Context: an optimization exercise on an open-source flow, tuned for small area, a short achievable clock period and few clock cycles. The choices shown serve that exercise and are no tape-out recipe.
Only simulation tests tie the RTL to the original design; equivalence was not proved.
Power and IR drop assume default switching activity.

File: constraint.sdc
create_clock -name core_clock -period 9.0 [get_ports {clk}]
set_input_delay 1.8000 -clock core_clock [delete_from_list [all_inputs] [get_ports {clk}]]
set_output_delay 1.8000 -clock core_clock [all_outputs]
set_load 0.01 [all_outputs]
File: design.v
`timescale 1ns / 1ps
module MTX_MUL( MP, ready, m1, m2, load, clk );
	input[7:0] m1, m2;
	input load, clk;
	output[17:0] MP;
	output ready;
	reg [4:0] cnt;
	reg pl, run, rdy;
	wire [4:0] idx = ( load & ~pl ) ? 5'd0 : cnt;
	always @( posedge clk ) begin
		pl  <= load;
		cnt <= idx + 5'd1;
		run <= load | ( run & ( idx != 5'd31 ) );
		rdy <= run & ( idx >= 5'd15 ) & ( idx != 5'd31 );
	end
	reg [7:0] a [0:11];
	integer k;
	always @( posedge clk ) begin
		a[0] <= m1;
		for( k = 1; k < 12; k = k + 1 ) a[k] <= a[k-1];
	end
	reg [7:0] ar0, ar1, ar2, ar3;
	always @( posedge clk ) begin
		if( idx[1:0] == 2'b00 ) begin
			ar0 <= a[11];
			ar1 <= a[10];
		end
		if( idx[1:0] == 2'b01 ) begin
			ar2 <= a[10];
			ar3 <= a[9];
		end
	end
	reg [7:0] b0 [0:3];
	reg [7:0] b1 [0:3];
	reg [7:0] b2 [0:3];
	reg [7:0] b3 [0:3];
	always @( posedge clk ) begin
		b0[0] <= ( load && idx[3:2] == 2'd0 ) ? m2 : b0[3];
		b1[0] <= ( load && idx[3:2] == 2'd1 ) ? m2 : b1[3];
		b2[0] <= ( load && idx[3:2] == 2'd2 ) ? m2 : b2[3];
		b3[0] <= ( load && idx[3:2] == 2'd3 ) ? m2 : b3[3];
		for( k = 1; k < 4; k = k + 1 ) begin
			b0[k] <= b0[k-1];
			b1[k] <= b1[k-1];
			b2[k] <= b2[k-1];
			b3[k] <= b3[k-1];
		end
	end
	wire [7:0] b0t = b0[0];
	wire [7:0] b1t = b1[0];
	wire [7:0] b2t = b2[1];
	wire [7:0] b3t = b3[1];
	reg [16:0] cs1a, cs1b;
	reg [17:0] cs2a, cs2b;
	reg [17:0] mp;
	wire s1_1, s1_2, s1_3, s1_4, s1_5, s1_6, s1_7, s1_8, s1_9, s1_10, s1_11, s1_12, s1_13, s1_14, s1_15, s1_16, s1_17, s1_18, s1_19, s1_20, s1_21, s1_22, s1_23, s1_24, s1_25, s1_26, s1_27, s1_28, s1_29, s1_30, s1_31, s1_32, s1_33, s1_34, s1_35, s1_36, s1_37, s1_38, s1_39, s1_40, s1_41, s1_42, s1_43, s1_44, s1_45, s1_46, s1_47, s1_48, s1_49, s1_50, s1_51, s1_52, s1_53, s1_54, s1_55, s1_56, s1_57, s1_58, s1_59, s1_60, s1_61, s1_62, s1_63, s1_64, s1_65, s1_66, s1_67, s1_68, s1_69, s1_70, s1_71, s1_72, s1_73, s1_74, s1_75, s1_76, s1_77, s1_78, s1_79, s1_80, s1_81, s1_82, s1_83, s1_84, s1_85, s1_86, s1_87, s1_88, s1_89, s1_90, s1_91, s1_92, s1_93, s1_94, s1_95, s1_96, s1_97, s1_98, s1_99, s1_100, s1_101, s1_102, s1_103, s1_104, s1_105, s1_106, s1_107, s1_108, s1_109, s1_110, s1_111, s1_112, s1_113, s1_114, s1_115, s1_116, s1_117, s1_118, s1_119, s1_120, s1_121, s1_122, s1_123, s1_124, s1_125, s1_126, s1_127, s1_128, s1_129, s1_130, s1_131, s1_132, s1_133, s1_134, s1_135, s1_136, s1_137, s1_138, s1_139, s1_140, s1_141, s1_142, s1_143, s1_144, s1_145, s1_146, s1_147, s1_148, s1_149, s1_150, s1_151, s1_152, s1_153, s1_154, s1_155, s1_156, s1_157, s1_158, s1_159, s1_160, s1_161, s1_162, s1_163, s1_164, s1_165, s1_166, s1_167, s1_168, s1_169, s1_170, s1_171, s1_172, s1_173, s1_174, s1_175, s1_176, s1_177, s1_178, s1_179, s1_180, s1_181, s1_182, s1_183, s1_184, s1_185, s1_186, s1_187, s1_188, s1_189, s1_190, s1_191, s1_192, s1_193, s1_194, s1_195, s1_196, s1_197, s1_198, s1_199, s1_200, s1_201, s1_202, s1_203, s1_204, s1_205, s1_206, s1_207, s1_208, s1_209, s1_210;
	MTX_HA u_s1_1 ( .a( ( ar0[0] & b0t[6] ) ), .b( ( ar0[1] & b0t[5] ) ), .s( s1_1 ), .co( s1_2 ) );
	MTX_FA u_s1_3 ( .a( ( ar0[0] & b0t[7] ) ), .b( ( ar0[1] & b0t[6] ) ), .c( ( ar0[2] & b0t[5] ) ), .s( s1_3 ), .co( s1_4 ) );
	MTX_FA u_s1_5 ( .a( ( ar0[3] & b0t[4] ) ), .b( ( ar0[4] & b0t[3] ) ), .c( ( ar0[5] & b0t[2] ) ), .s( s1_5 ), .co( s1_6 ) );
	MTX_FA u_s1_7 ( .a( ( ar0[1] & b0t[7] ) ), .b( ( ar0[2] & b0t[6] ) ), .c( ( ar0[3] & b0t[5] ) ), .s( s1_7 ), .co( s1_8 ) );
	MTX_HA u_s1_9 ( .a( ( ar0[4] & b0t[4] ) ), .b( ( ar0[5] & b0t[3] ) ), .s( s1_9 ), .co( s1_10 ) );
	MTX_HA u_s1_11 ( .a( ( ar0[2] & b0t[7] ) ), .b( ( ar0[3] & b0t[6] ) ), .s( s1_11 ), .co( s1_12 ) );
	MTX_HA u_s1_13 ( .a( ( ar0[0] & b0t[4] ) ), .b( ( ar0[1] & b0t[3] ) ), .s( s1_13 ), .co( s1_14 ) );
	MTX_FA u_s1_15 ( .a( ( ar0[0] & b0t[5] ) ), .b( ( ar0[1] & b0t[4] ) ), .c( ( ar0[2] & b0t[3] ) ), .s( s1_15 ), .co( s1_16 ) );
	MTX_FA u_s1_17 ( .a( ( ar0[3] & b0t[2] ) ), .b( ( ar0[4] & b0t[1] ) ), .c( ( ar0[5] & b0t[0] ) ), .s( s1_17 ), .co( s1_18 ) );
	MTX_FA u_s1_19 ( .a( ( ar0[2] & b0t[4] ) ), .b( ( ar0[3] & b0t[3] ) ), .c( ( ar0[4] & b0t[2] ) ), .s( s1_19 ), .co( s1_20 ) );
	MTX_FA u_s1_21 ( .a( ( ar0[5] & b0t[1] ) ), .b( ( ar0[6] & b0t[0] ) ), .c( ( ar1[0] & b1t[6] ) ), .s( s1_21 ), .co( s1_22 ) );
	MTX_FA u_s1_23 ( .a( ( ar1[1] & b1t[5] ) ), .b( ( ar1[2] & b1t[4] ) ), .c( ( ar1[3] & b1t[3] ) ), .s( s1_23 ), .co( s1_24 ) );
	MTX_FA u_s1_25 ( .a( ( ar0[6] & b0t[1] ) ), .b( ( ar0[7] & b0t[0] ) ), .c( ( ar1[0] & b1t[7] ) ), .s( s1_25 ), .co( s1_26 ) );
	MTX_FA u_s1_27 ( .a( ( ar1[1] & b1t[6] ) ), .b( ( ar1[2] & b1t[5] ) ), .c( ( ar1[3] & b1t[4] ) ), .s( s1_27 ), .co( s1_28 ) );
	MTX_FA u_s1_29 ( .a( ( ar1[4] & b1t[3] ) ), .b( ( ar1[5] & b1t[2] ) ), .c( ( ar1[6] & b1t[1] ) ), .s( s1_29 ), .co( s1_30 ) );
	MTX_HA u_s1_31 ( .a( ( ar1[7] & b1t[0] ) ), .b( s1_2 ), .s( s1_31 ), .co( s1_32 ) );
	MTX_FA u_s1_33 ( .a( ( ar0[6] & b0t[2] ) ), .b( ( ar0[7] & b0t[1] ) ), .c( ( ar1[1] & b1t[7] ) ), .s( s1_33 ), .co( s1_34 ) );
	MTX_FA u_s1_35 ( .a( ( ar1[2] & b1t[6] ) ), .b( ( ar1[3] & b1t[5] ) ), .c( ( ar1[4] & b1t[4] ) ), .s( s1_35 ), .co( s1_36 ) );
	MTX_FA u_s1_37 ( .a( ( ar1[5] & b1t[3] ) ), .b( ( ar1[6] & b1t[2] ) ), .c( ( ar1[7] & b1t[1] ) ), .s( s1_37 ), .co( s1_38 ) );
	MTX_FA u_s1_39 ( .a( s1_4 ), .b( s1_6 ), .c( s1_7 ), .s( s1_39 ), .co( s1_40 ) );
	MTX_FA u_s1_41 ( .a( ( ar0[4] & b0t[5] ) ), .b( ( ar0[5] & b0t[4] ) ), .c( ( ar0[6] & b0t[3] ) ), .s( s1_41 ), .co( s1_42 ) );
	MTX_FA u_s1_43 ( .a( ( ar0[7] & b0t[2] ) ), .b( ( ar1[2] & b1t[7] ) ), .c( ( ar1[3] & b1t[6] ) ), .s( s1_43 ), .co( s1_44 ) );
	MTX_FA u_s1_45 ( .a( ( ar1[4] & b1t[5] ) ), .b( ( ar1[5] & b1t[4] ) ), .c( ( ar1[6] & b1t[3] ) ), .s( s1_45 ), .co( s1_46 ) );
	MTX_FA u_s1_47 ( .a( ( ar1[7] & b1t[2] ) ), .b( s1_10 ), .c( s1_11 ), .s( s1_47 ), .co( s1_48 ) );
	MTX_FA u_s1_49 ( .a( ( ar0[3] & b0t[7] ) ), .b( ( ar0[4] & b0t[6] ) ), .c( ( ar0[5] & b0t[5] ) ), .s( s1_49 ), .co( s1_50 ) );
	MTX_FA u_s1_51 ( .a( ( ar0[6] & b0t[4] ) ), .b( ( ar0[7] & b0t[3] ) ), .c( ( ar1[3] & b1t[7] ) ), .s( s1_51 ), .co( s1_52 ) );
	MTX_FA u_s1_53 ( .a( ( ar1[4] & b1t[6] ) ), .b( ( ar1[5] & b1t[5] ) ), .c( ( ar1[6] & b1t[4] ) ), .s( s1_53 ), .co( s1_54 ) );
	MTX_FA u_s1_55 ( .a( ( ar0[4] & b0t[7] ) ), .b( ( ar0[5] & b0t[6] ) ), .c( ( ar0[6] & b0t[5] ) ), .s( s1_55 ), .co( s1_56 ) );
	MTX_FA u_s1_57 ( .a( ( ar0[0] & b0t[3] ) ), .b( ( ar0[1] & b0t[2] ) ), .c( ( ar0[2] & b0t[1] ) ), .s( s1_57 ), .co( s1_58 ) );
	MTX_FA u_s1_59 ( .a( ( ar0[2] & b0t[2] ) ), .b( ( ar0[3] & b0t[1] ) ), .c( ( ar0[4] & b0t[0] ) ), .s( s1_59 ), .co( s1_60 ) );
	MTX_FA u_s1_61 ( .a( ( ar1[0] & b1t[4] ) ), .b( ( ar1[1] & b1t[3] ) ), .c( ( ar1[2] & b1t[2] ) ), .s( s1_61 ), .co( s1_62 ) );
	MTX_FA u_s1_63 ( .a( ( ar1[0] & b1t[5] ) ), .b( ( ar1[1] & b1t[4] ) ), .c( ( ar1[2] & b1t[3] ) ), .s( s1_63 ), .co( s1_64 ) );
	MTX_FA u_s1_65 ( .a( ( ar1[3] & b1t[2] ) ), .b( ( ar1[4] & b1t[1] ) ), .c( ( ar1[5] & b1t[0] ) ), .s( s1_65 ), .co( s1_66 ) );
	MTX_HA u_s1_67 ( .a( s1_14 ), .b( s1_15 ), .s( s1_67 ), .co( s1_68 ) );
	MTX_FA u_s1_69 ( .a( ( ar1[4] & b1t[2] ) ), .b( ( ar1[5] & b1t[1] ) ), .c( ( ar1[6] & b1t[0] ) ), .s( s1_69 ), .co( s1_70 ) );
	MTX_FA u_s1_71 ( .a( s1_1 ), .b( s1_16 ), .c( s1_18 ), .s( s1_71 ), .co( s1_72 ) );
	MTX_FA u_s1_73 ( .a( s1_19 ), .b( s1_21 ), .c( s1_23 ), .s( s1_73 ), .co( s1_74 ) );
	MTX_FA u_s1_75 ( .a( s1_20 ), .b( s1_22 ), .c( s1_24 ), .s( s1_75 ), .co( s1_76 ) );
	MTX_FA u_s1_77 ( .a( s1_25 ), .b( s1_27 ), .c( s1_29 ), .s( s1_77 ), .co( s1_78 ) );
	MTX_FA u_s1_79 ( .a( s1_3 ), .b( s1_5 ), .c( s1_31 ), .s( s1_79 ), .co( s1_80 ) );
	MTX_FA u_s1_81 ( .a( s1_26 ), .b( s1_28 ), .c( s1_30 ), .s( s1_81 ), .co( s1_82 ) );
	MTX_FA u_s1_83 ( .a( s1_33 ), .b( s1_35 ), .c( s1_37 ), .s( s1_83 ), .co( s1_84 ) );
	MTX_FA u_s1_85 ( .a( s1_9 ), .b( s1_32 ), .c( s1_39 ), .s( s1_85 ), .co( s1_86 ) );
	MTX_FA u_s1_87 ( .a( s1_34 ), .b( s1_36 ), .c( s1_38 ), .s( s1_87 ), .co( s1_88 ) );
	MTX_FA u_s1_89 ( .a( s1_41 ), .b( s1_43 ), .c( s1_45 ), .s( s1_89 ), .co( s1_90 ) );
	MTX_FA u_s1_91 ( .a( s1_8 ), .b( s1_40 ), .c( s1_47 ), .s( s1_91 ), .co( s1_92 ) );
	MTX_FA u_s1_93 ( .a( ( ar1[7] & b1t[3] ) ), .b( s1_12 ), .c( s1_42 ), .s( s1_93 ), .co( s1_94 ) );
	MTX_FA u_s1_95 ( .a( s1_44 ), .b( s1_46 ), .c( s1_49 ), .s( s1_95 ), .co( s1_96 ) );
	MTX_FA u_s1_97 ( .a( s1_51 ), .b( s1_53 ), .c( s1_48 ), .s( s1_97 ), .co( s1_98 ) );
	MTX_FA u_s1_99 ( .a( ( ar0[7] & b0t[4] ) ), .b( ( ar1[4] & b1t[7] ) ), .c( ( ar1[5] & b1t[6] ) ), .s( s1_99 ), .co( s1_100 ) );
	MTX_FA u_s1_101 ( .a( ( ar1[6] & b1t[5] ) ), .b( ( ar1[7] & b1t[4] ) ), .c( s1_50 ), .s( s1_101 ), .co( s1_102 ) );
	MTX_FA u_s1_103 ( .a( s1_52 ), .b( s1_54 ), .c( s1_55 ), .s( s1_103 ), .co( s1_104 ) );
	MTX_FA u_s1_105 ( .a( ( ar0[5] & b0t[7] ) ), .b( ( ar0[6] & b0t[6] ) ), .c( ( ar0[7] & b0t[5] ) ), .s( s1_105 ), .co( s1_106 ) );
	MTX_FA u_s1_107 ( .a( ( ar1[5] & b1t[7] ) ), .b( ( ar1[6] & b1t[6] ) ), .c( ( ar1[7] & b1t[5] ) ), .s( s1_107 ), .co( s1_108 ) );
	MTX_FA u_s1_109 ( .a( ( ar0[0] & b0t[2] ) ), .b( ( ar0[1] & b0t[1] ) ), .c( ( ar0[2] & b0t[0] ) ), .s( s1_109 ), .co( s1_110 ) );
	MTX_FA u_s1_111 ( .a( ( ar0[3] & b0t[0] ) ), .b( ( ar1[0] & b1t[3] ) ), .c( ( ar1[1] & b1t[2] ) ), .s( s1_111 ), .co( s1_112 ) );
	MTX_HA u_s1_113 ( .a( ( ar1[2] & b1t[1] ) ), .b( ( ar1[3] & b1t[0] ) ), .s( s1_113 ), .co( s1_114 ) );
	MTX_FA u_s1_115 ( .a( ( ar1[3] & b1t[1] ) ), .b( ( ar1[4] & b1t[0] ) ), .c( s1_13 ), .s( s1_115 ), .co( s1_116 ) );
	MTX_FA u_s1_117 ( .a( s1_58 ), .b( s1_59 ), .c( s1_61 ), .s( s1_117 ), .co( s1_118 ) );
	MTX_FA u_s1_119 ( .a( s1_17 ), .b( s1_60 ), .c( s1_62 ), .s( s1_119 ), .co( s1_120 ) );
	MTX_FA u_s1_121 ( .a( s1_63 ), .b( s1_65 ), .c( s1_67 ), .s( s1_121 ), .co( s1_122 ) );
	MTX_FA u_s1_123 ( .a( s1_64 ), .b( s1_66 ), .c( s1_69 ), .s( s1_123 ), .co( s1_124 ) );
	MTX_FA u_s1_125 ( .a( s1_68 ), .b( s1_71 ), .c( s1_73 ), .s( s1_125 ), .co( s1_126 ) );
	MTX_FA u_s1_127 ( .a( s1_70 ), .b( s1_72 ), .c( s1_74 ), .s( s1_127 ), .co( s1_128 ) );
	MTX_FA u_s1_129 ( .a( s1_75 ), .b( s1_77 ), .c( s1_79 ), .s( s1_129 ), .co( s1_130 ) );
	MTX_FA u_s1_131 ( .a( s1_76 ), .b( s1_78 ), .c( s1_81 ), .s( s1_131 ), .co( s1_132 ) );
	MTX_FA u_s1_133 ( .a( s1_83 ), .b( s1_80 ), .c( s1_85 ), .s( s1_133 ), .co( s1_134 ) );
	MTX_FA u_s1_135 ( .a( s1_82 ), .b( s1_84 ), .c( s1_87 ), .s( s1_135 ), .co( s1_136 ) );
	MTX_FA u_s1_137 ( .a( s1_89 ), .b( s1_86 ), .c( s1_91 ), .s( s1_137 ), .co( s1_138 ) );
	MTX_FA u_s1_139 ( .a( s1_88 ), .b( s1_90 ), .c( s1_93 ), .s( s1_139 ), .co( s1_140 ) );
	MTX_FA u_s1_141 ( .a( s1_95 ), .b( s1_92 ), .c( s1_97 ), .s( s1_141 ), .co( s1_142 ) );
	MTX_FA u_s1_143 ( .a( s1_99 ), .b( s1_101 ), .c( s1_103 ), .s( s1_143 ), .co( s1_144 ) );
	MTX_FA u_s1_145 ( .a( s1_94 ), .b( s1_96 ), .c( s1_98 ), .s( s1_145 ), .co( s1_146 ) );
	MTX_FA u_s1_147 ( .a( s1_100 ), .b( s1_105 ), .c( s1_107 ), .s( s1_147 ), .co( s1_148 ) );
	MTX_FA u_s1_149 ( .a( s1_56 ), .b( s1_102 ), .c( s1_104 ), .s( s1_149 ), .co( s1_150 ) );
	MTX_FA u_s1_151 ( .a( ( ar0[6] & b0t[7] ) ), .b( ( ar0[7] & b0t[6] ) ), .c( ( ar1[6] & b1t[7] ) ), .s( s1_151 ), .co( s1_152 ) );
	MTX_FA u_s1_153 ( .a( ( ar1[7] & b1t[6] ) ), .b( s1_106 ), .c( s1_108 ), .s( s1_153 ), .co( s1_154 ) );
	MTX_HA u_s1_155 ( .a( ( ar0[0] & b0t[1] ) ), .b( ( ar0[1] & b0t[0] ) ), .s( s1_155 ), .co( s1_156 ) );
	MTX_FA u_s1_157 ( .a( ( ar1[0] & b1t[2] ) ), .b( ( ar1[1] & b1t[1] ) ), .c( ( ar1[2] & b1t[0] ) ), .s( s1_157 ), .co( s1_158 ) );
	MTX_FA u_s1_159 ( .a( s1_110 ), .b( s1_111 ), .c( s1_113 ), .s( s1_159 ), .co( s1_160 ) );
	MTX_FA u_s1_161 ( .a( s1_112 ), .b( s1_114 ), .c( s1_115 ), .s( s1_161 ), .co( s1_162 ) );
	MTX_FA u_s1_163 ( .a( s1_116 ), .b( s1_118 ), .c( s1_119 ), .s( s1_163 ), .co( s1_164 ) );
	MTX_FA u_s1_165 ( .a( s1_120 ), .b( s1_123 ), .c( s1_122 ), .s( s1_165 ), .co( s1_166 ) );
	MTX_FA u_s1_167 ( .a( s1_124 ), .b( s1_126 ), .c( s1_127 ), .s( s1_167 ), .co( s1_168 ) );
	MTX_FA u_s1_169 ( .a( s1_128 ), .b( s1_131 ), .c( s1_130 ), .s( s1_169 ), .co( s1_170 ) );
	MTX_FA u_s1_171 ( .a( s1_132 ), .b( s1_135 ), .c( s1_134 ), .s( s1_171 ), .co( s1_172 ) );
	MTX_FA u_s1_173 ( .a( s1_136 ), .b( s1_139 ), .c( s1_138 ), .s( s1_173 ), .co( s1_174 ) );
	MTX_FA u_s1_175 ( .a( s1_140 ), .b( s1_143 ), .c( s1_142 ), .s( s1_175 ), .co( s1_176 ) );
	MTX_FA u_s1_177 ( .a( s1_147 ), .b( s1_144 ), .c( s1_149 ), .s( s1_177 ), .co( s1_178 ) );
	MTX_FA u_s1_179 ( .a( s1_151 ), .b( s1_148 ), .c( s1_153 ), .s( s1_179 ), .co( s1_180 ) );
	MTX_FA u_s1_181 ( .a( ( ar0[7] & b0t[7] ) ), .b( ( ar1[7] & b1t[7] ) ), .c( s1_152 ), .s( s1_181 ), .co( s1_182 ) );
	MTX_HA u_s1_183 ( .a( ( ar1[0] & b1t[1] ) ), .b( ( ar1[1] & b1t[0] ) ), .s( s1_183 ), .co( s1_184 ) );
	MTX_FA u_s1_185 ( .a( s1_109 ), .b( s1_156 ), .c( s1_157 ), .s( s1_185 ), .co( s1_186 ) );
	MTX_FA u_s1_187 ( .a( s1_158 ), .b( s1_57 ), .c( s1_159 ), .s( s1_187 ), .co( s1_188 ) );
	MTX_FA u_s1_189 ( .a( s1_117 ), .b( s1_160 ), .c( s1_161 ), .s( s1_189 ), .co( s1_190 ) );
	MTX_FA u_s1_191 ( .a( s1_121 ), .b( s1_162 ), .c( s1_163 ), .s( s1_191 ), .co( s1_192 ) );
	MTX_FA u_s1_193 ( .a( s1_125 ), .b( s1_164 ), .c( s1_165 ), .s( s1_193 ), .co( s1_194 ) );
	MTX_FA u_s1_195 ( .a( s1_129 ), .b( s1_166 ), .c( s1_167 ), .s( s1_195 ), .co( s1_196 ) );
	MTX_FA u_s1_197 ( .a( s1_133 ), .b( s1_168 ), .c( s1_169 ), .s( s1_197 ), .co( s1_198 ) );
	MTX_FA u_s1_199 ( .a( s1_137 ), .b( s1_170 ), .c( s1_171 ), .s( s1_199 ), .co( s1_200 ) );
	MTX_FA u_s1_201 ( .a( s1_141 ), .b( s1_172 ), .c( s1_173 ), .s( s1_201 ), .co( s1_202 ) );
	MTX_FA u_s1_203 ( .a( s1_145 ), .b( s1_174 ), .c( s1_175 ), .s( s1_203 ), .co( s1_204 ) );
	MTX_FA u_s1_205 ( .a( s1_146 ), .b( s1_177 ), .c( s1_176 ), .s( s1_205 ), .co( s1_206 ) );
	MTX_FA u_s1_207 ( .a( s1_150 ), .b( s1_179 ), .c( s1_178 ), .s( s1_207 ), .co( s1_208 ) );
	MTX_FA u_s1_209 ( .a( s1_154 ), .b( s1_181 ), .c( s1_180 ), .s( s1_209 ), .co( s1_210 ) );
	wire [16:0] s1a = { 1'b0, s1_182, s1_209, s1_207, s1_205, s1_203, s1_201, s1_199, s1_197, s1_195, s1_193, s1_191, s1_189, s1_187, s1_185, s1_155, ( ar0[0] & b0t[0] ) };
	wire [16:0] s1b = { 1'b0, s1_210, s1_208, s1_206, s1_204, s1_202, s1_200, s1_198, s1_196, s1_194, s1_192, s1_190, s1_188, s1_186, s1_184, s1_183, ( ar1[0] & b1t[0] ) };
	wire s2_1, s2_2, s2_3, s2_4, s2_5, s2_6, s2_7, s2_8, s2_9, s2_10, s2_11, s2_12, s2_13, s2_14, s2_15, s2_16, s2_17, s2_18, s2_19, s2_20, s2_21, s2_22, s2_23, s2_24, s2_25, s2_26, s2_27, s2_28, s2_29, s2_30, s2_31, s2_32, s2_33, s2_34, s2_35, s2_36, s2_37, s2_38, s2_39, s2_40, s2_41, s2_42, s2_43, s2_44, s2_45, s2_46, s2_47, s2_48, s2_49, s2_50, s2_51, s2_52, s2_53, s2_54, s2_55, s2_56, s2_57, s2_58, s2_59, s2_60, s2_61, s2_62, s2_63, s2_64, s2_65, s2_66, s2_67, s2_68, s2_69, s2_70, s2_71, s2_72, s2_73, s2_74, s2_75, s2_76, s2_77, s2_78, s2_79, s2_80, s2_81, s2_82, s2_83, s2_84, s2_85, s2_86, s2_87, s2_88, s2_89, s2_90, s2_91, s2_92, s2_93, s2_94, s2_95, s2_96, s2_97, s2_98, s2_99, s2_100, s2_101, s2_102, s2_103, s2_104, s2_105, s2_106, s2_107, s2_108, s2_109, s2_110, s2_111, s2_112, s2_113, s2_114, s2_115, s2_116, s2_117, s2_118, s2_119, s2_120, s2_121, s2_122, s2_123, s2_124, s2_125, s2_126, s2_127, s2_128, s2_129, s2_130, s2_131, s2_132, s2_133, s2_134, s2_135, s2_136, s2_137, s2_138, s2_139, s2_140, s2_141, s2_142, s2_143, s2_144, s2_145, s2_146, s2_147, s2_148, s2_149, s2_150, s2_151, s2_152, s2_153, s2_154, s2_155, s2_156, s2_157, s2_158, s2_159, s2_160, s2_161, s2_162, s2_163, s2_164, s2_165, s2_166, s2_167, s2_168, s2_169, s2_170, s2_171, s2_172, s2_173, s2_174, s2_175, s2_176, s2_177, s2_178, s2_179, s2_180, s2_181, s2_182, s2_183, s2_184, s2_185, s2_186, s2_187, s2_188, s2_189, s2_190, s2_191, s2_192, s2_193, s2_194, s2_195, s2_196, s2_197, s2_198, s2_199, s2_200, s2_201, s2_202, s2_203, s2_204, s2_205, s2_206, s2_207, s2_208, s2_209, s2_210, s2_211, s2_212, s2_213, s2_214, s2_215, s2_216, s2_217, s2_218, s2_219, s2_220, s2_221, s2_222, s2_223, s2_224, s2_225, s2_226, s2_227, s2_228, s2_229, s2_230, s2_231, s2_232, s2_233, s2_234, s2_235, s2_236, s2_237, s2_238, s2_239, s2_240, s2_241, s2_242, s2_243, s2_244, s2_245, s2_246, s2_247, s2_248, s2_249, s2_250, s2_251, s2_252, s2_253, s2_254, s2_255, s2_256, s2_257, s2_258, s2_259, s2_260, s2_261, s2_262, s2_263, s2_264, s2_265, s2_266, s2_267, s2_268, s2_269, s2_270, s2_271, s2_272, s2_273, s2_274;
	MTX_HA u_s2_1 ( .a( ( ar2[0] & b2t[5] ) ), .b( ( ar2[1] & b2t[4] ) ), .s( s2_1 ), .co( s2_2 ) );
	MTX_FA u_s2_3 ( .a( ( ar2[0] & b2t[6] ) ), .b( ( ar2[1] & b2t[5] ) ), .c( ( ar2[2] & b2t[4] ) ), .s( s2_3 ), .co( s2_4 ) );
	MTX_FA u_s2_5 ( .a( ( ar2[3] & b2t[3] ) ), .b( ( ar2[4] & b2t[2] ) ), .c( ( ar2[5] & b2t[1] ) ), .s( s2_5 ), .co( s2_6 ) );
	MTX_FA u_s2_7 ( .a( ( ar2[0] & b2t[7] ) ), .b( ( ar2[1] & b2t[6] ) ), .c( ( ar2[2] & b2t[5] ) ), .s( s2_7 ), .co( s2_8 ) );
	MTX_FA u_s2_9 ( .a( ( ar2[3] & b2t[4] ) ), .b( ( ar2[4] & b2t[3] ) ), .c( ( ar2[5] & b2t[2] ) ), .s( s2_9 ), .co( s2_10 ) );
	MTX_FA u_s2_11 ( .a( ( ar2[6] & b2t[1] ) ), .b( ( ar2[7] & b2t[0] ) ), .c( ( ar3[0] & b3t[7] ) ), .s( s2_11 ), .co( s2_12 ) );
	MTX_HA u_s2_13 ( .a( ( ar3[1] & b3t[6] ) ), .b( ( ar3[2] & b3t[5] ) ), .s( s2_13 ), .co( s2_14 ) );
	MTX_FA u_s2_15 ( .a( ( ar2[1] & b2t[7] ) ), .b( ( ar2[2] & b2t[6] ) ), .c( ( ar2[3] & b2t[5] ) ), .s( s2_15 ), .co( s2_16 ) );
	MTX_FA u_s2_17 ( .a( ( ar2[4] & b2t[4] ) ), .b( ( ar2[5] & b2t[3] ) ), .c( ( ar2[6] & b2t[2] ) ), .s( s2_17 ), .co( s2_18 ) );
	MTX_FA u_s2_19 ( .a( ( ar2[7] & b2t[1] ) ), .b( ( ar3[1] & b3t[7] ) ), .c( ( ar3[2] & b3t[6] ) ), .s( s2_19 ), .co( s2_20 ) );
	MTX_HA u_s2_21 ( .a( ( ar3[3] & b3t[5] ) ), .b( ( ar3[4] & b3t[4] ) ), .s( s2_21 ), .co( s2_22 ) );
	MTX_FA u_s2_23 ( .a( ( ar2[2] & b2t[7] ) ), .b( ( ar2[3] & b2t[6] ) ), .c( ( ar2[4] & b2t[5] ) ), .s( s2_23 ), .co( s2_24 ) );
	MTX_FA u_s2_25 ( .a( ( ar2[5] & b2t[4] ) ), .b( ( ar2[6] & b2t[3] ) ), .c( ( ar2[7] & b2t[2] ) ), .s( s2_25 ), .co( s2_26 ) );
	MTX_HA u_s2_27 ( .a( ( ar3[2] & b3t[7] ) ), .b( ( ar3[3] & b3t[6] ) ), .s( s2_27 ), .co( s2_28 ) );
	MTX_FA u_s2_29 ( .a( ( ar2[3] & b2t[7] ) ), .b( ( ar2[4] & b2t[6] ) ), .c( ( ar2[5] & b2t[5] ) ), .s( s2_29 ), .co( s2_30 ) );
	MTX_HA u_s2_31 ( .a( ( ar2[0] & b2t[3] ) ), .b( ( ar2[1] & b2t[2] ) ), .s( s2_31 ), .co( s2_32 ) );
	MTX_FA u_s2_33 ( .a( ( ar2[0] & b2t[4] ) ), .b( ( ar2[1] & b2t[3] ) ), .c( ( ar2[2] & b2t[2] ) ), .s( s2_33 ), .co( s2_34 ) );
	MTX_FA u_s2_35 ( .a( ( ar2[3] & b2t[1] ) ), .b( ( ar2[4] & b2t[0] ) ), .c( ( ar3[0] & b3t[4] ) ), .s( s2_35 ), .co( s2_36 ) );
	MTX_FA u_s2_37 ( .a( ( ar2[2] & b2t[3] ) ), .b( ( ar2[3] & b2t[2] ) ), .c( ( ar2[4] & b2t[1] ) ), .s( s2_37 ), .co( s2_38 ) );
	MTX_FA u_s2_39 ( .a( ( ar2[5] & b2t[0] ) ), .b( ( ar3[0] & b3t[5] ) ), .c( ( ar3[1] & b3t[4] ) ), .s( s2_39 ), .co( s2_40 ) );
	MTX_FA u_s2_41 ( .a( ( ar3[2] & b3t[3] ) ), .b( ( ar3[3] & b3t[2] ) ), .c( ( ar3[4] & b3t[1] ) ), .s( s2_41 ), .co( s2_42 ) );
	MTX_FA u_s2_43 ( .a( ( ar2[6] & b2t[0] ) ), .b( ( ar3[0] & b3t[6] ) ), .c( ( ar3[1] & b3t[5] ) ), .s( s2_43 ), .co( s2_44 ) );
	MTX_FA u_s2_45 ( .a( ( ar3[2] & b3t[4] ) ), .b( ( ar3[3] & b3t[3] ) ), .c( ( ar3[4] & b3t[2] ) ), .s( s2_45 ), .co( s2_46 ) );
	MTX_FA u_s2_47 ( .a( ( ar3[5] & b3t[1] ) ), .b( ( ar3[6] & b3t[0] ) ), .c( cs1a[6] ), .s( s2_47 ), .co( s2_48 ) );
	MTX_HA u_s2_49 ( .a( cs1b[6] ), .b( s2_2 ), .s( s2_49 ), .co( s2_50 ) );
	MTX_FA u_s2_51 ( .a( ( ar3[3] & b3t[4] ) ), .b( ( ar3[4] & b3t[3] ) ), .c( ( ar3[5] & b3t[2] ) ), .s( s2_51 ), .co( s2_52 ) );
	MTX_FA u_s2_53 ( .a( ( ar3[6] & b3t[1] ) ), .b( ( ar3[7] & b3t[0] ) ), .c( cs1a[7] ), .s( s2_53 ), .co( s2_54 ) );
	MTX_FA u_s2_55 ( .a( cs1b[7] ), .b( s2_11 ), .c( s2_13 ), .s( s2_55 ), .co( s2_56 ) );
	MTX_FA u_s2_57 ( .a( s2_4 ), .b( s2_6 ), .c( s2_7 ), .s( s2_57 ), .co( s2_58 ) );
	MTX_FA u_s2_59 ( .a( ( ar3[5] & b3t[3] ) ), .b( ( ar3[6] & b3t[2] ) ), .c( ( ar3[7] & b3t[1] ) ), .s( s2_59 ), .co( s2_60 ) );
	MTX_FA u_s2_61 ( .a( cs1a[8] ), .b( cs1b[8] ), .c( s2_10 ), .s( s2_61 ), .co( s2_62 ) );
	MTX_FA u_s2_63 ( .a( s2_12 ), .b( s2_14 ), .c( s2_15 ), .s( s2_63 ), .co( s2_64 ) );
	MTX_FA u_s2_65 ( .a( s2_17 ), .b( s2_19 ), .c( s2_21 ), .s( s2_65 ), .co( s2_66 ) );
	MTX_FA u_s2_67 ( .a( ( ar3[4] & b3t[5] ) ), .b( ( ar3[5] & b3t[4] ) ), .c( ( ar3[6] & b3t[3] ) ), .s( s2_67 ), .co( s2_68 ) );
	MTX_FA u_s2_69 ( .a( ( ar3[7] & b3t[2] ) ), .b( cs1a[9] ), .c( cs1b[9] ), .s( s2_69 ), .co( s2_70 ) );
	MTX_FA u_s2_71 ( .a( s2_16 ), .b( s2_18 ), .c( s2_20 ), .s( s2_71 ), .co( s2_72 ) );
	MTX_FA u_s2_73 ( .a( s2_22 ), .b( s2_23 ), .c( s2_25 ), .s( s2_73 ), .co( s2_74 ) );
	MTX_FA u_s2_75 ( .a( ( ar2[6] & b2t[4] ) ), .b( ( ar2[7] & b2t[3] ) ), .c( ( ar3[3] & b3t[7] ) ), .s( s2_75 ), .co( s2_76 ) );
	MTX_FA u_s2_77 ( .a( ( ar3[4] & b3t[6] ) ), .b( ( ar3[5] & b3t[5] ) ), .c( ( ar3[6] & b3t[4] ) ), .s( s2_77 ), .co( s2_78 ) );
	MTX_FA u_s2_79 ( .a( ( ar3[7] & b3t[3] ) ), .b( cs1a[10] ), .c( cs1b[10] ), .s( s2_79 ), .co( s2_80 ) );
	MTX_FA u_s2_81 ( .a( s2_24 ), .b( s2_26 ), .c( s2_28 ), .s( s2_81 ), .co( s2_82 ) );
	MTX_FA u_s2_83 ( .a( ( ar2[4] & b2t[7] ) ), .b( ( ar2[5] & b2t[6] ) ), .c( ( ar2[6] & b2t[5] ) ), .s( s2_83 ), .co( s2_84 ) );
	MTX_FA u_s2_85 ( .a( ( ar2[7] & b2t[4] ) ), .b( ( ar3[4] & b3t[7] ) ), .c( ( ar3[5] & b3t[6] ) ), .s( s2_85 ), .co( s2_86 ) );
	MTX_FA u_s2_87 ( .a( ( ar3[6] & b3t[5] ) ), .b( ( ar3[7] & b3t[4] ) ), .c( cs1a[11] ), .s( s2_87 ), .co( s2_88 ) );
	MTX_FA u_s2_89 ( .a( ( ar2[5] & b2t[7] ) ), .b( ( ar2[6] & b2t[6] ) ), .c( ( ar2[7] & b2t[5] ) ), .s( s2_89 ), .co( s2_90 ) );
	MTX_FA u_s2_91 ( .a( ( ar2[0] & b2t[2] ) ), .b( ( ar2[1] & b2t[1] ) ), .c( ( ar2[2] & b2t[0] ) ), .s( s2_91 ), .co( s2_92 ) );
	MTX_FA u_s2_93 ( .a( ( ar2[2] & b2t[1] ) ), .b( ( ar2[3] & b2t[0] ) ), .c( ( ar3[0] & b3t[3] ) ), .s( s2_93 ), .co( s2_94 ) );
	MTX_FA u_s2_95 ( .a( ( ar3[1] & b3t[2] ) ), .b( ( ar3[2] & b3t[1] ) ), .c( ( ar3[3] & b3t[0] ) ), .s( s2_95 ), .co( s2_96 ) );
	MTX_FA u_s2_97 ( .a( ( ar3[1] & b3t[3] ) ), .b( ( ar3[2] & b3t[2] ) ), .c( ( ar3[3] & b3t[1] ) ), .s( s2_97 ), .co( s2_98 ) );
	MTX_FA u_s2_99 ( .a( ( ar3[4] & b3t[0] ) ), .b( cs1a[4] ), .c( cs1b[4] ), .s( s2_99 ), .co( s2_100 ) );
	MTX_HA u_s2_101 ( .a( s2_32 ), .b( s2_33 ), .s( s2_101 ), .co( s2_102 ) );
	MTX_FA u_s2_103 ( .a( ( ar3[5] & b3t[0] ) ), .b( cs1a[5] ), .c( cs1b[5] ), .s( s2_103 ), .co( s2_104 ) );
	MTX_FA u_s2_105 ( .a( s2_1 ), .b( s2_34 ), .c( s2_36 ), .s( s2_105 ), .co( s2_106 ) );
	MTX_FA u_s2_107 ( .a( s2_37 ), .b( s2_39 ), .c( s2_41 ), .s( s2_107 ), .co( s2_108 ) );
	MTX_FA u_s2_109 ( .a( s2_3 ), .b( s2_38 ), .c( s2_40 ), .s( s2_109 ), .co( s2_110 ) );
	MTX_FA u_s2_111 ( .a( s2_42 ), .b( s2_43 ), .c( s2_45 ), .s( s2_111 ), .co( s2_112 ) );
	MTX_FA u_s2_113 ( .a( s2_47 ), .b( s2_5 ), .c( s2_49 ), .s( s2_113 ), .co( s2_114 ) );
	MTX_FA u_s2_115 ( .a( s2_44 ), .b( s2_46 ), .c( s2_48 ), .s( s2_115 ), .co( s2_116 ) );
	MTX_FA u_s2_117 ( .a( s2_51 ), .b( s2_53 ), .c( s2_9 ), .s( s2_117 ), .co( s2_118 ) );
	MTX_FA u_s2_119 ( .a( s2_50 ), .b( s2_55 ), .c( s2_57 ), .s( s2_119 ), .co( s2_120 ) );
	MTX_FA u_s2_121 ( .a( s2_52 ), .b( s2_54 ), .c( s2_59 ), .s( s2_121 ), .co( s2_122 ) );
	MTX_FA u_s2_123 ( .a( s2_8 ), .b( s2_56 ), .c( s2_58 ), .s( s2_123 ), .co( s2_124 ) );
	MTX_FA u_s2_125 ( .a( s2_61 ), .b( s2_63 ), .c( s2_65 ), .s( s2_125 ), .co( s2_126 ) );
	MTX_FA u_s2_127 ( .a( s2_27 ), .b( s2_60 ), .c( s2_67 ), .s( s2_127 ), .co( s2_128 ) );
	MTX_FA u_s2_129 ( .a( s2_69 ), .b( s2_62 ), .c( s2_64 ), .s( s2_129 ), .co( s2_130 ) );
	MTX_FA u_s2_131 ( .a( s2_66 ), .b( s2_71 ), .c( s2_73 ), .s( s2_131 ), .co( s2_132 ) );
	MTX_FA u_s2_133 ( .a( s2_29 ), .b( s2_68 ), .c( s2_70 ), .s( s2_133 ), .co( s2_134 ) );
	MTX_FA u_s2_135 ( .a( s2_75 ), .b( s2_77 ), .c( s2_79 ), .s( s2_135 ), .co( s2_136 ) );
	MTX_FA u_s2_137 ( .a( s2_72 ), .b( s2_74 ), .c( s2_81 ), .s( s2_137 ), .co( s2_138 ) );
	MTX_FA u_s2_139 ( .a( cs1b[11] ), .b( s2_30 ), .c( s2_76 ), .s( s2_139 ), .co( s2_140 ) );
	MTX_FA u_s2_141 ( .a( s2_78 ), .b( s2_80 ), .c( s2_83 ), .s( s2_141 ), .co( s2_142 ) );
	MTX_FA u_s2_143 ( .a( s2_85 ), .b( s2_87 ), .c( s2_82 ), .s( s2_143 ), .co( s2_144 ) );
	MTX_FA u_s2_145 ( .a( ( ar3[5] & b3t[7] ) ), .b( ( ar3[6] & b3t[6] ) ), .c( ( ar3[7] & b3t[5] ) ), .s( s2_145 ), .co( s2_146 ) );
	MTX_FA u_s2_147 ( .a( cs1a[12] ), .b( cs1b[12] ), .c( s2_84 ), .s( s2_147 ), .co( s2_148 ) );
	MTX_FA u_s2_149 ( .a( s2_86 ), .b( s2_88 ), .c( s2_89 ), .s( s2_149 ), .co( s2_150 ) );
	MTX_FA u_s2_151 ( .a( ( ar2[6] & b2t[7] ) ), .b( ( ar2[7] & b2t[6] ) ), .c( ( ar3[6] & b3t[7] ) ), .s( s2_151 ), .co( s2_152 ) );
	MTX_FA u_s2_153 ( .a( ( ar3[7] & b3t[6] ) ), .b( cs1a[13] ), .c( cs1b[13] ), .s( s2_153 ), .co( s2_154 ) );
	MTX_FA u_s2_155 ( .a( ( ar2[0] & b2t[1] ) ), .b( ( ar2[1] & b2t[0] ) ), .c( ( ar3[0] & b3t[1] ) ), .s( s2_155 ), .co( s2_156 ) );
	MTX_FA u_s2_157 ( .a( ( ar3[0] & b3t[2] ) ), .b( ( ar3[1] & b3t[1] ) ), .c( ( ar3[2] & b3t[0] ) ), .s( s2_157 ), .co( s2_158 ) );
	MTX_HA u_s2_159 ( .a( cs1a[2] ), .b( cs1b[2] ), .s( s2_159 ), .co( s2_160 ) );
	MTX_FA u_s2_161 ( .a( cs1a[3] ), .b( cs1b[3] ), .c( s2_31 ), .s( s2_161 ), .co( s2_162 ) );
	MTX_FA u_s2_163 ( .a( s2_92 ), .b( s2_93 ), .c( s2_95 ), .s( s2_163 ), .co( s2_164 ) );
	MTX_FA u_s2_165 ( .a( s2_35 ), .b( s2_94 ), .c( s2_96 ), .s( s2_165 ), .co( s2_166 ) );
	MTX_FA u_s2_167 ( .a( s2_97 ), .b( s2_99 ), .c( s2_101 ), .s( s2_167 ), .co( s2_168 ) );
	MTX_FA u_s2_169 ( .a( s2_100 ), .b( s2_103 ), .c( s2_98 ), .s( s2_169 ), .co( s2_170 ) );
	MTX_FA u_s2_171 ( .a( s2_102 ), .b( s2_105 ), .c( s2_107 ), .s( s2_171 ), .co( s2_172 ) );
	MTX_FA u_s2_173 ( .a( s2_104 ), .b( s2_106 ), .c( s2_108 ), .s( s2_173 ), .co( s2_174 ) );
	MTX_FA u_s2_175 ( .a( s2_109 ), .b( s2_111 ), .c( s2_113 ), .s( s2_175 ), .co( s2_176 ) );
	MTX_FA u_s2_177 ( .a( s2_110 ), .b( s2_112 ), .c( s2_115 ), .s( s2_177 ), .co( s2_178 ) );
	MTX_FA u_s2_179 ( .a( s2_117 ), .b( s2_114 ), .c( s2_119 ), .s( s2_179 ), .co( s2_180 ) );
	MTX_FA u_s2_181 ( .a( s2_116 ), .b( s2_118 ), .c( s2_121 ), .s( s2_181 ), .co( s2_182 ) );
	MTX_FA u_s2_183 ( .a( s2_120 ), .b( s2_123 ), .c( s2_125 ), .s( s2_183 ), .co( s2_184 ) );
	MTX_FA u_s2_185 ( .a( s2_122 ), .b( s2_127 ), .c( s2_124 ), .s( s2_185 ), .co( s2_186 ) );
	MTX_FA u_s2_187 ( .a( s2_126 ), .b( s2_129 ), .c( s2_131 ), .s( s2_187 ), .co( s2_188 ) );
	MTX_FA u_s2_189 ( .a( s2_128 ), .b( s2_133 ), .c( s2_135 ), .s( s2_189 ), .co( s2_190 ) );
	MTX_FA u_s2_191 ( .a( s2_130 ), .b( s2_132 ), .c( s2_137 ), .s( s2_191 ), .co( s2_192 ) );
	MTX_FA u_s2_193 ( .a( s2_134 ), .b( s2_136 ), .c( s2_139 ), .s( s2_193 ), .co( s2_194 ) );
	MTX_FA u_s2_195 ( .a( s2_141 ), .b( s2_138 ), .c( s2_143 ), .s( s2_195 ), .co( s2_196 ) );
	MTX_FA u_s2_197 ( .a( s2_145 ), .b( s2_140 ), .c( s2_142 ), .s( s2_197 ), .co( s2_198 ) );
	MTX_FA u_s2_199 ( .a( s2_147 ), .b( s2_149 ), .c( s2_144 ), .s( s2_199 ), .co( s2_200 ) );
	MTX_FA u_s2_201 ( .a( s2_146 ), .b( s2_151 ), .c( s2_153 ), .s( s2_201 ), .co( s2_202 ) );
	MTX_FA u_s2_203 ( .a( s2_90 ), .b( s2_148 ), .c( s2_150 ), .s( s2_203 ), .co( s2_204 ) );
	MTX_FA u_s2_205 ( .a( ( ar2[7] & b2t[7] ) ), .b( ( ar3[7] & b3t[7] ) ), .c( cs1a[14] ), .s( s2_205 ), .co( s2_206 ) );
	MTX_FA u_s2_207 ( .a( cs1b[14] ), .b( s2_152 ), .c( s2_154 ), .s( s2_207 ), .co( s2_208 ) );
	MTX_HA u_s2_209 ( .a( ( ar2[0] & b2t[0] ) ), .b( ( ar3[0] & b3t[0] ) ), .s( s2_209 ), .co( s2_210 ) );
	MTX_FA u_s2_211 ( .a( ( ar3[1] & b3t[0] ) ), .b( cs1a[1] ), .c( cs1b[1] ), .s( s2_211 ), .co( s2_212 ) );
	MTX_FA u_s2_213 ( .a( s2_156 ), .b( s2_157 ), .c( s2_159 ), .s( s2_213 ), .co( s2_214 ) );
	MTX_FA u_s2_215 ( .a( s2_158 ), .b( s2_160 ), .c( s2_161 ), .s( s2_215 ), .co( s2_216 ) );
	MTX_FA u_s2_217 ( .a( s2_162 ), .b( s2_164 ), .c( s2_165 ), .s( s2_217 ), .co( s2_218 ) );
	MTX_FA u_s2_219 ( .a( s2_166 ), .b( s2_169 ), .c( s2_168 ), .s( s2_219 ), .co( s2_220 ) );
	MTX_FA u_s2_221 ( .a( s2_170 ), .b( s2_172 ), .c( s2_173 ), .s( s2_221 ), .co( s2_222 ) );
	MTX_FA u_s2_223 ( .a( s2_174 ), .b( s2_177 ), .c( s2_176 ), .s( s2_223 ), .co( s2_224 ) );
	MTX_FA u_s2_225 ( .a( s2_178 ), .b( s2_181 ), .c( s2_180 ), .s( s2_225 ), .co( s2_226 ) );
	MTX_FA u_s2_227 ( .a( s2_182 ), .b( s2_184 ), .c( s2_185 ), .s( s2_227 ), .co( s2_228 ) );
	MTX_FA u_s2_229 ( .a( s2_189 ), .b( s2_186 ), .c( s2_188 ), .s( s2_229 ), .co( s2_230 ) );
	MTX_FA u_s2_231 ( .a( s2_190 ), .b( s2_193 ), .c( s2_192 ), .s( s2_231 ), .co( s2_232 ) );
	MTX_FA u_s2_233 ( .a( s2_194 ), .b( s2_197 ), .c( s2_196 ), .s( s2_233 ), .co( s2_234 ) );
	MTX_FA u_s2_235 ( .a( s2_201 ), .b( s2_198 ), .c( s2_203 ), .s( s2_235 ), .co( s2_236 ) );
	MTX_FA u_s2_237 ( .a( s2_205 ), .b( s2_202 ), .c( s2_207 ), .s( s2_237 ), .co( s2_238 ) );
	MTX_FA u_s2_239 ( .a( cs1a[15] ), .b( cs1b[15] ), .c( s2_206 ), .s( s2_239 ), .co( s2_240 ) );
	MTX_HA u_s2_241 ( .a( cs1a[0] ), .b( cs1b[0] ), .s( s2_241 ), .co( s2_242 ) );
	MTX_FA u_s2_243 ( .a( s2_155 ), .b( s2_210 ), .c( s2_211 ), .s( s2_243 ), .co( s2_244 ) );
	MTX_FA u_s2_245 ( .a( s2_212 ), .b( s2_91 ), .c( s2_213 ), .s( s2_245 ), .co( s2_246 ) );
	MTX_FA u_s2_247 ( .a( s2_163 ), .b( s2_214 ), .c( s2_215 ), .s( s2_247 ), .co( s2_248 ) );
	MTX_FA u_s2_249 ( .a( s2_167 ), .b( s2_216 ), .c( s2_217 ), .s( s2_249 ), .co( s2_250 ) );
	MTX_FA u_s2_251 ( .a( s2_171 ), .b( s2_218 ), .c( s2_219 ), .s( s2_251 ), .co( s2_252 ) );
	MTX_FA u_s2_253 ( .a( s2_175 ), .b( s2_220 ), .c( s2_221 ), .s( s2_253 ), .co( s2_254 ) );
	MTX_FA u_s2_255 ( .a( s2_179 ), .b( s2_222 ), .c( s2_223 ), .s( s2_255 ), .co( s2_256 ) );
	MTX_FA u_s2_257 ( .a( s2_183 ), .b( s2_224 ), .c( s2_225 ), .s( s2_257 ), .co( s2_258 ) );
	MTX_FA u_s2_259 ( .a( s2_187 ), .b( s2_226 ), .c( s2_227 ), .s( s2_259 ), .co( s2_260 ) );
	MTX_FA u_s2_261 ( .a( s2_191 ), .b( s2_228 ), .c( s2_229 ), .s( s2_261 ), .co( s2_262 ) );
	MTX_FA u_s2_263 ( .a( s2_195 ), .b( s2_230 ), .c( s2_231 ), .s( s2_263 ), .co( s2_264 ) );
	MTX_FA u_s2_265 ( .a( s2_199 ), .b( s2_232 ), .c( s2_233 ), .s( s2_265 ), .co( s2_266 ) );
	MTX_FA u_s2_267 ( .a( s2_200 ), .b( s2_235 ), .c( s2_234 ), .s( s2_267 ), .co( s2_268 ) );
	MTX_FA u_s2_269 ( .a( s2_204 ), .b( s2_237 ), .c( s2_236 ), .s( s2_269 ), .co( s2_270 ) );
	MTX_FA u_s2_271 ( .a( s2_208 ), .b( s2_239 ), .c( s2_238 ), .s( s2_271 ), .co( s2_272 ) );
	MTX_FA u_s2_273 ( .a( cs1a[16] ), .b( cs1b[16] ), .c( s2_240 ), .s( s2_273 ), .co( s2_274 ) );
	wire [17:0] s2a = { s2_274, s2_273, s2_271, s2_269, s2_267, s2_265, s2_263, s2_261, s2_259, s2_257, s2_255, s2_253, s2_251, s2_249, s2_247, s2_245, s2_243, s2_209 };
	wire [17:0] s2b = { 1'b0, s2_272, s2_270, s2_268, s2_266, s2_264, s2_262, s2_260, s2_258, s2_256, s2_254, s2_252, s2_250, s2_248, s2_246, s2_244, s2_242, s2_241 };
	always @( posedge clk ) begin
		cs1a <= s1a;
		cs1b <= s1b;
		cs2a <= s2a;
		cs2b <= s2b;
		mp <= cs2a + cs2b;
	end
	assign ready = rdy & ~load;
	assign MP = mp;
endmodule
module MTX_FA( a, b, c, s, co );
	input a, b, c;
	output s, co;
	assign s = a ^ b ^ c;
	assign co = ( a & b ) | ( a & c ) | ( b & c );
endmodule
module MTX_HA( a, b, s, co );
	input a, b;
	output s, co;
	assign s = a ^ b;
	assign co = a & b;
endmodule
File: run.sh
#!/bin/bash
# synth_recipe.tcl (not shown) runs the flow's synth.tcl, then flattens the netlist and writes it again
# the make line also repeats each setting of config.mk as NAME=value (left out here)
make -C /OpenROAD-flow-scripts/flow DESIGN_CONFIG=/design/flow/config.mk WORK_HOME=/design/flow/orfs CLKGATE_MAP_FILE= SYNTH_SCRIPT=/design/flow/synth_recipe.tcl finish
File: config.mk
export PLATFORM = sky130hd
export DESIGN_NAME = MTX_MUL
export DESIGN_NICKNAME = MTX_MUL
export VERILOG_FILES = /design/flow/design.v
export SDC_FILE = /design/flow/constraint.sdc
export NUM_CORES = 4
export LEC_CHECK = 0
export ABC_CLOCK_PERIOD_IN_PS = 4000
export CAP_MARGIN = 20
export CORE_MARGIN = 2
export CORE_UTILIZATION = 40
export SETUP_SLACK_MARGIN = 4.9
export SLEW_MARGIN = 20
export SYNTH_HIERARCHICAL = 1
export SYNTH_MINIMUM_KEEP_SIZE = 0
==> results.txt <==
Critical Path Max Stage Delay: 0.14 ns
crit path capture: ready
post-route ant nets: 0
post-synth cell types: 42
r2r endpoint: cs2a[9]
largest net degree at the start of global routing: 17
IO Count: 37
Top cell by count, worst path: buf_2
Worst path depth: 3
total track usage: 0.156
GPL Wtd Cong: 0.843
final slew viol count: 0
H-Tree Depth: 2
vias per cell: 4.75
Worst Path Max Fanout: 8
post-synth top area cell: dfxtp_1
hold crit path type: register to register
Buf/Inv on CP: 2
Setup CP Type: input port to output pin
async set-or-reset flop fraction in the synthesized netlist: 0
r2r setup slk: 5.27 ns
commonest non-fill, non-tap cells in the layout: dfxtp_1 (317), and2_1 (256), fa_1 (224)
area of the multi-input gates: 0.00764 mm²
RSZ-0062 raised after global routing: no
Fin. Hold Viols: 0
final worst path period share: 0.441
most common cell after layout, fill and taps aside: dfxtp_1
top_reg_cell synth: dfxtp_1
maximum clock frequency: 0.252 GHz
I/O Buffers: 36
post-synth top area share: 0.423
via count: 7551
Critical Path, Cell by Cell: buf_2 -> nor2b_1 -> buf_2
Worst-Margin Slew: 0.845 ns
crit path max-delay cell type: buf_2
Max-Cap Viols: 0
synth top area cells: dfxtp_1 (42%), fa_1 (30%), and2_1 (11%)
CTS clk-pin slew, worst paths: 0.06 ns
layout cell share with drive strength beyond 1: 0.0917
worst rel slew slack: 0.437
Seq cells post-synth: 349
Core Box Area: 0.0368 mm²
DRT iter0 DRCs: 342
P per Cell Area: 421 mW/mm²
Post-Syn Area: 0.0150 mm²
Post-synth EDFFs: 32
first-pass GRT wire length: 45500 µm
syn avg cell area: 14.7 µm²
Critical Path AT: 2.17 ns
final net count: 1378
sequential area share after synthesis: 0.488
area grow syn2layout: 14.9%
critical path's top delay family: buffers and inverters
Sink Count: 349
outcome: finished clean
Die Area: 0.0390 mm²
min Tclk post-route: 3.97 ns
diode count: 0
initial antenna violation count: 0
CTS tree: done
chip height: 198 µm
FF-to-FF Start: ar2[4]
CP required: 7.20 ns
FF+latch area: 0.00731 mm²
VDD IR max: 180 µV
CP endpoint kind: output pin
worst setup path start: load
row cnt: 70
Worst Setup Start Kind: input port
WL final: 28500 µm
R2R depth: 7
clock buffer count from CTS: 37
Core Util, Final: 0.468
Setup Total Neg Slack: 0 ns
post-synthesis cell count: 1022
die width: 198 µm
CTS max path bufs: 3
total gr overflow: 0
Fillers: 3253
Leakage: 0.00754 µW
first-pass detailed-route iteration total: 4
final setup fails: 0
Root Buffer: clkbuf_16
YS warnings: 12
vias in the first global route: 8121
clk_skew: 0.0141 ns
Wirelength per Cell: 17.9 µm
Starting Density: 0.407
Clk Latency, worst-skew pair: 0.55 ns
dpl hpwl: 21600 µm
# DRC: 0
hold_buf cts: 0
area by class of cell:
type / instances / share of cell area
inverters: 10 / 0.00218
clock inverters: 21 / 0.0166
multi-input cells: 661 / 0.443
flip-flops and latches: 349 / 0.424
repair buffers: 36 / 0.0203
clock buffers: 46 / 0.0593
well taps: 468 / 0.0340
metrics by stage:
step	area, µm²	power, µW	std cells	hold WS, ns	setup slack [ns]
floorplan	15000	4740	1023	0.310	5.06
global placement	15900	5780	1524	0.310	4.18
detailed placement	15900	5860	1524	0.312	4.18
CTS	17200	7490	1591	0.322	4.91
global route	17200	7970	1591	0.319	5.00
finish	17200	7260	1591	0.318	5.03
layer usage:
| layer | share of wire | track usage | vias to the layer above |
|---|---|---|---|
| li1 | - | - | 3442 |
| met1 | 0.43 | 0.202 | 3921 |
| met2 | 0.49 | 0.257 | 138 |
| met3 | 0.044 | 0.0348 | 50 |
| met4 | 0.033 | 0.0596 | 0 |
| met5 | 0 | 0 | - |
worst min-delay path by stage:
stage,startpoint,to,slack [ns],depth (start not counted)
floorplan,a[0][0],a[1][0],0.31,0
CTS,b3[2][7],b3[3][7],0.32,0
finish,b3[0][2],b3[1][2],0.32,0
global placement,b1[2][6],b1[3][6],0.31,0
detailed placement,b3[0][1],b3[1][1],0.31,0
global route,a[5][0],a[6][0],0.32,0
worst reg2reg max path, delay by kind of cell (launching register included):
kind	cells	cell delay, ns
AND/OR/NAND/NOR	1	0.24
adder cells (fa/ha/maj)	6	2.87
flip-flops	1	0.52
Yosys stat by module, one instance, submodules excluded:
module,flip-flops and latches,cells inside,cell area (µm²)
MTX_HA,0,1,12.5
MTX_MUL,349,780,10300
MTX_FA,0,1,20.0
cell families (layout without fill, tap and decap cells):
| family | after synthesis | in the layout | synth area share |
|---|---|---|---|
| fa+ha+maj | 265 | 265 | 0.333 |
| compound gates | 50 | 50 | 0.0212 |
| mux | 32 | 32 | 0.0240 |
| buf+inv | 13 | 113 | 0.00326 |
| other cells | 1 | 2 | 0.000250 |
| simple gates | 296 | 296 | 0.121 |
| xor+xnor | 16 | 16 | 0.00935 |
| flops | 349 | 349 | 0.488 |
state kept, by name (all words and copies together), names as in the netlist, 5 cells and up:
register and count:
cs2a 18, ar1 8, a 96, mp 18, cs1b 16, ar3 8
b0 32, cs1a 16, b1 32, cnt 5, cs2b 17, b3 32
ar2 8, b2 32, ar0 8
power breakdown:
part / switching (µW) / internal (µW)
logic: 1630 / 1570
clock network: 628 / 965
registers: 342 / 2130
cells in the mapped netlist, types with 2 or more instances:
cell / number
nor2_1: 8
fa_1: 224
o21bai_1: 2
mux2_2: 32
xnor2_1: 9
clkbuf_1: 3
nand2b_1: 3
edfxtp_1: 32
nand3_1: 2
inv_1: 10
nand2_1: 11
ha_1: 41
nand2_2: 2
o31ai_1: 2
xor2_1: 7
nor2b_1: 2
o21ai_1: 2
nand4_1: 4
dfxtp_1: 317
a21oi_1: 17
o21ai_0: 11
nand4b_1: 2
o211ai_1: 2
and2_1: 256
a211oi_1: 3
nor3_1: 2
what timing repair did:
item	4_1_cts	5_1_grt
buffers inserted	0	0
gates resized for setup	7	1
endpoints found under the setup margin	1	1
hold endpoints to repair	0	0
Testbench counts, summed over its fixed seeds: cycles 6,144.

separate check: timing with driven ports:
Ports are ideal in the flow. The routed layout listed here was re-timed in OpenROAD.
Step 1 (the two cells are an assumption about what drives the block):
set clk [get_ports {clk}]
set_driving_cell -lib_cell sky130_fd_sc_hd__clkbuf_16 $clk
set_driving_cell -lib_cell sky130_fd_sc_hd__buf_2 [delete_from_list [all_inputs] $clk]
Step 2 also shifts input and output timing later by t, the mid clock arrival at the registers, as if the neighbouring blocks saw the same clock.
a / b / c = ideal ports / drivers / drivers and shift; a / b = the first two.
shift t [ns]: 0.595
slack for setup (ns): 5.027 / 5.008 / 5.008
hold WS [ns]: 0.318 / 0.318 / 0.318
pins driven straight from the clock port: 1
After both steps this run still meets setup and hold. The setup slack of this run moves by -0.019 ns with the drivers and by -0.019 ns with both steps.
